From an optimization exercise on the open Yosys and OpenROAD flow, aimed at small area, a short achievable clock period and few clock cycles per item; shortcuts taken in it are not production practice.
Where RTL was checked, it was by simulation tests only, not by an equivalence proof against the original.
Power figures rest on the tool's default switching activity, not on a simulated workload.

==> branch delta <==
## ECC_ENC_DEC
module ECC_ENC_DEC
#(
parameter DATA_WIDTH = 32,
parameter AMBA_ADDR_WIDTH = 20,
parameter AMBA_WORD = 32
)
(
input wire clk,
input wire rst,
input wire [AMBA_ADDR_WIDTH-1:0] PADDR,
input wire [AMBA_WORD-1:0] PWDATA,
input wire PENABLE,
           PSEL,
           PWRITE,
output reg [AMBA_WORD-1:0] PRDATA,
output reg [DATA_WIDTH-1:0] data_out,
output reg operation_done,
output reg [1:0] num_of_errors
);
Settings: LEC_CHECK=0, CAP_MARGIN=20, CORE_MARGIN=2, CORE_UTILIZATION=40, CTS_CLUSTER_DIAMETER=100, CTS_CLUSTER_SIZE=25, SETUP_SLACK_MARGIN=3.0, SLEW_MARGIN=20, TNS_END_PERCENT=30; clock period 5.0 ns.
standard.sh (not shown) runs the stock make flow with config.mk's settings and CLKGATE_MAP_FILE= SYNTH_SCRIPT=/design/flow/synth_recipe.tcl, a recipe that flattens the netlist after the stock synthesis.
==> flow/flow/run.sh <==
#!/bin/bash
# The standard layout (standard.sh), with the port buffers made from buf_1 cells
# instead of the delay cell that buffer_ports picks by default.
set -euo pipefail
export BUFFER_PORTS_ARGS="-buffer_cell sky130_fd_sc_hd__buf_1"
bash standard.sh > standard.log 2>&1
==> branch indigo: changes against branch delta <==
--- a/flow/design.v
+++ b/flow/design.v
@@ -15,32 +15,39 @@
            PSEL,
            PWRITE,
 output reg [AMBA_WORD-1:0] PRDATA,
 output reg [DATA_WIDTH-1:0] data_out,
 output reg operation_done,
 output reg [1:0] num_of_errors
 );
 reg [31:0] CTRL_REG, DATA_IN_REG, CODEWORD_WIDTH_REG, NOISE_REG;
-wire wr = PSEL & PENABLE & PWRITE;
+reg [3:0] we;
+always @(posedge clk or negedge rst) begin : wr_decode
+  if (!rst) we <= 4'd0;
+  else begin
+    we[0] <= PSEL & ~PENABLE & PWRITE & (PADDR[3:2] == 2'b00);
+    we[1] <= PSEL & ~PENABLE & PWRITE & (PADDR[3:2] == 2'b01);
+    we[2] <= PSEL & ~PENABLE & PWRITE & (PADDR[3:2] == 2'b10);
+    we[3] <= PSEL & ~PENABLE & PWRITE & (PADDR[3:2] == 2'b11);
+  end
+end
 always @(posedge clk or negedge rst) begin : regs
   if (!rst) begin
     CTRL_REG <= 32'd0; DATA_IN_REG <= 32'd0; CODEWORD_WIDTH_REG <= 32'd0; NOISE_REG <= 32'd0;
-  end else if (wr) begin
-    case (PADDR[3:2])
-      2'b00: CTRL_REG <= PWDATA;
-      2'b01: DATA_IN_REG <= PWDATA;
-      2'b10: CODEWORD_WIDTH_REG <= PWDATA;
-      default: NOISE_REG <= PWDATA;
-    endcase
+  end else begin
+    if (we[0]) CTRL_REG <= PWDATA;
+    if (we[1]) DATA_IN_REG <= PWDATA;
+    if (we[2]) CODEWORD_WIDTH_REG <= PWDATA;
+    if (we[3]) NOISE_REG <= PWDATA;
   end
 end
 always @(posedge clk or negedge rst) begin : done_reg
   if (!rst) operation_done <= 1'b0;
-  else operation_done <= wr & (PADDR[3:2] == 2'b00);
+  else operation_done <= we[0];
 end
 always @(posedge clk) begin : rd
   case (PADDR[3:2])
     2'b00: PRDATA <= CTRL_REG;
     2'b01: PRDATA <= DATA_IN_REG;
     2'b10: PRDATA <= CODEWORD_WIDTH_REG;
     default: PRDATA <= NOISE_REG;
   endcase
@@ -248,33 +255,37 @@
 wire qN1 = (((N[8] ^ N[9]) ^ (N[10] ^ N[11])) ^ ((N[12] ^ N[13]) ^ (N[14] ^ N[15])));
 wire qN2 = ((((N[16] ^ N[17]) ^ (N[18] ^ N[19])) ^ ((N[20] ^ N[21]) ^ (N[22] ^ N[23]))) ^ (((N[24] ^ N[25]) ^ (N[26] ^ N[27])) ^ ((N[28] ^ N[29]) ^ (N[30] ^ N[31]))));
 wire [4:0] synN = wS ? {2'b00, sN0_2, sN0_1, sN0_0} : wM ? {1'b0, sN1_3, sN1_2, sN1_1, sN1_0} : {sN2_4, sN2_3, sN2_2, sN2_1, sN2_0};
 wire parNa = wL ? (qN0 ^ qN1) : qN0;
 wire parNb = wS ? 1'b0 : wM ? qN1 : qN2;
 reg [4:0] sD, sN, cE;
 reg pDa, pDb, pNa, pNb, pE;
 reg [1:0] mode;
+reg ddec, nfc;    
 always @(posedge clk) begin : stage1
   sD <= synD; pDa <= parDa; pDb <= parDb;
   sN <= synN; pNa <= parNa; pNb <= parNb;
   cE <= encC; pE <= encP;
   mode <= PWDATA[1:0];    
+  ddec <= ~PWDATA[1] & PWDATA[0];
+  nfc <= ~PWDATA[1];
 end
 wire m_dec = ~mode[1] & mode[0];
 wire m_fc  =  mode[1];
 wire [4:0] s = ({5{m_dec}} & sD) | ({5{m_fc}} & sN);
 wire p = (m_dec & (pDa ^ pDb)) | (m_fc & (pNa ^ pNb));
 wire [1:0] nof = {~p & (|s), p};
-wire [25:0] g = D[25:0] & {26{~m_dec}};
-wire [4:0] lo = cE & {5{~m_dec}};
-wire pb = pE & ~m_dec;
+wire d_dec = ddec, d_fc = ~nfc;
+wire [25:0] g = D[25:0] & {26{~d_dec}};
+wire [4:0] lo = cE & {5{~d_dec}};
+wire pb = pE & ~d_dec;
 wire [31:0] ecw = wS ? {24'd0, g[3:0], pb, lo[2:0]} : wM ? {16'd0, g[10:0], pb, lo[3:0]} : {g, pb, lo};
 wire [31:0] nmask = wS ? 32'h000000ff : wM ? 32'h0000ffff : 32'hffffffff;
-wire [31:0] t = (({32{m_dec}} & D) | ({32{m_fc}} & N)) & nmask;
+wire [31:0] t = (({32{d_dec}} & D) | ({32{d_fc}} & N)) & nmask;
 wire [31:0] fix;
 assign fix[0] = p & ((wS & (s == 5'd1)) | (wM & (s == 5'd1)) | (wL & (s == 5'd1)));
 assign fix[1] = p & ((wS & (s == 5'd2)) | (wM & (s == 5'd2)) | (wL & (s == 5'd2)));
 assign fix[2] = p & ((wS & (s == 5'd4)) | (wM & (s == 5'd4)) | (wL & (s == 5'd4)));
 assign fix[3] = p & ((wS & (s == 5'd0)) | (wM & (s == 5'd8)) | (wL & (s == 5'd8)));
 assign fix[4] = p & ((wS & (s == 5'd3)) | (wM & (s == 5'd0)) | (wL & (s == 5'd16)));
 assign fix[5] = p & ((wS & (s == 5'd5)) | (wM & (s == 5'd3)) | (wL & (s == 5'd0)));
 assign fix[6] = p & ((wS & (s == 5'd6)) | (wM & (s == 5'd5)) | (wL & (s == 5'd3)));
==> flow/flow/run.sh (replaced) <==
#!/bin/bash
# The standard layout (standard.sh), with two changes to the cells it may use:
#  - the port buffers are buf_1 cells instead of the delay cell buffer_ports picks by default;
#  - the 3-input XOR/XNOR cells are added to the platform's don't-use list, so that
#    synthesis and repair build the parity trees from 2-input XOR/XNOR cells.
set -euo pipefail
export BUFFER_PORTS_ARGS="-buffer_cell sky130_fd_sc_hd__buf_1"
DU=$(make -s -C "$FLOW_HOME" DESIGN_CONFIG="$PWD/config.mk" WORK_HOME="$PWD/orfs" print-DONT_USE_CELLS 2> print.log | sed -n 's/^DONT_USE_CELLS: //p')
[ -n "$DU" ]
DU="$DU sky130_fd_sc_hd__xnor3_1 sky130_fd_sc_hd__xnor3_2 sky130_fd_sc_hd__xnor3_4 sky130_fd_sc_hd__xor3_1 sky130_fd_sc_hd__xor3_2 sky130_fd_sc_hd__xor3_4"
echo "DONT_USE_CELLS=$DU" > dont_use.txt
bash standard.sh DONT_USE_CELLS="$DU" finish > standard.log 2>&1
SETUP_SLACK_MARGIN = 2.95   (was 3.0)
TNS_END_PERCENT = unset   (was 30)
==> branch nickel: changes against branch delta <==
CORE_UTILIZATION = 60   (was 40)
PLACE_DENSITY = 0.75   (was unset)
TNS_END_PERCENT = unset   (was 30)
==> out/qor.csv <==
stage,metric,value,unit
clock_network,postcts setup bufs,24,
global_routing,first-pass GRT wire length,46.1,mm
cells_and_area,Layout Cells excl Fill,1424,
outcome,outcome,timing/DRC/antenna clean,
logic_synthesis,register area share after synthesis,41.7,%
timing,Fmax,470,MHz
pwr,LEAKAGE,5.64,nW
hold_path,Hold Path End,CTRL_REG[12]$_DFFE_PN0P_,
# the run above: branch nickel

==> out/qor.csv <==
stage,metric,value,unit
logic_synthesis,register area share after synthesis,44.1,%
pwr,LEAKAGE,4.92,nW
clock_network,postcts setup bufs,2,
global_routing,first-pass GRT wire length,44.2,mm
timing,Fmax,489,MHz
global_routing,Total GRT Usage,18.8,%
outcome,outcome,timing/DRC/antenna clean,
cells_and_area,Layout Cells excl Fill,1480,
hold_path,Hold Path End,CODEWORD_WIDTH_REG[26]$_DFFE_PN0P_,
# the run above: branch indigo

==> out/qor.csv <==
stage,metric,value,unit
outcome,outcome,timing/DRC/antenna clean,
clock_network,CTS tree,built,
cells_and_area,Layout Cells excl Fill,1549,
timing,worst-margin pin slew,0.631,ns
pwr,LEAKAGE,5.60,nW
cells_and_area,most frequent cells in the layout,"xnor2_1 (136), mux2_2 (129), buf_1 (102)",
hold_path,Hold Path End,CTRL_REG[24]$_DFFE_PN0P_,
clock_network,# H-tree levels,1,
pwr,Comb power frac,54.8,%
timing,Fmax,493,MHz
global_routing,first-pass GRT wire length,47.7,mm
timing,crit path time final,2.03,ns
cells_and_area,multi-input gate share of total cell area,48.4,%
logic_synthesis,register area share after synthesis,41.7,%
# the run above: branch delta

Testbench counts of branch delta, summed over its fixed seeds: cycles 12,384, ops 1,920.
Testbench counts of branch nickel, summed over its fixed seeds: cycles 12,384, ops 1,920.
No functional check of the RTL was part of branch indigo.

==> separate check: timing with driven ports <==
How much do the figures lean on ideal ports? The routed layouts below were timed once more, with nothing changed but the port constraints.
Step 1 sets driving cells, clkbuf_16 on the clock port and buf_2 on the other inputs (assumed; they add their load-dependent delay and slew).
Step 2 also shifts input and output timing later by t, the mid clock arrival at the registers, as if the neighbouring blocks saw the same clock.
Three values: ideal ports, drivers, drivers and shift; two values: the first two.
| run | t (ns) | setup WS [ns] | worst slew at a driven data input, ns |
|---|---|---|---|
| branch delta | 0.534 | 2.970 / 2.963 / 2.515 | 0.05 |
| branch indigo | 0.529 | 2.956 / 2.932 / 2.575 | 0.05 |
| branch nickel | 0.528 | 2.872 / 2.872 / 2.512 | 0.06 |
After both steps every run listed still meets setup and hold. For branch delta, which loses most, drivers alone change the setup slack by -0.007 ns; drivers and shift together by -0.455 ns.
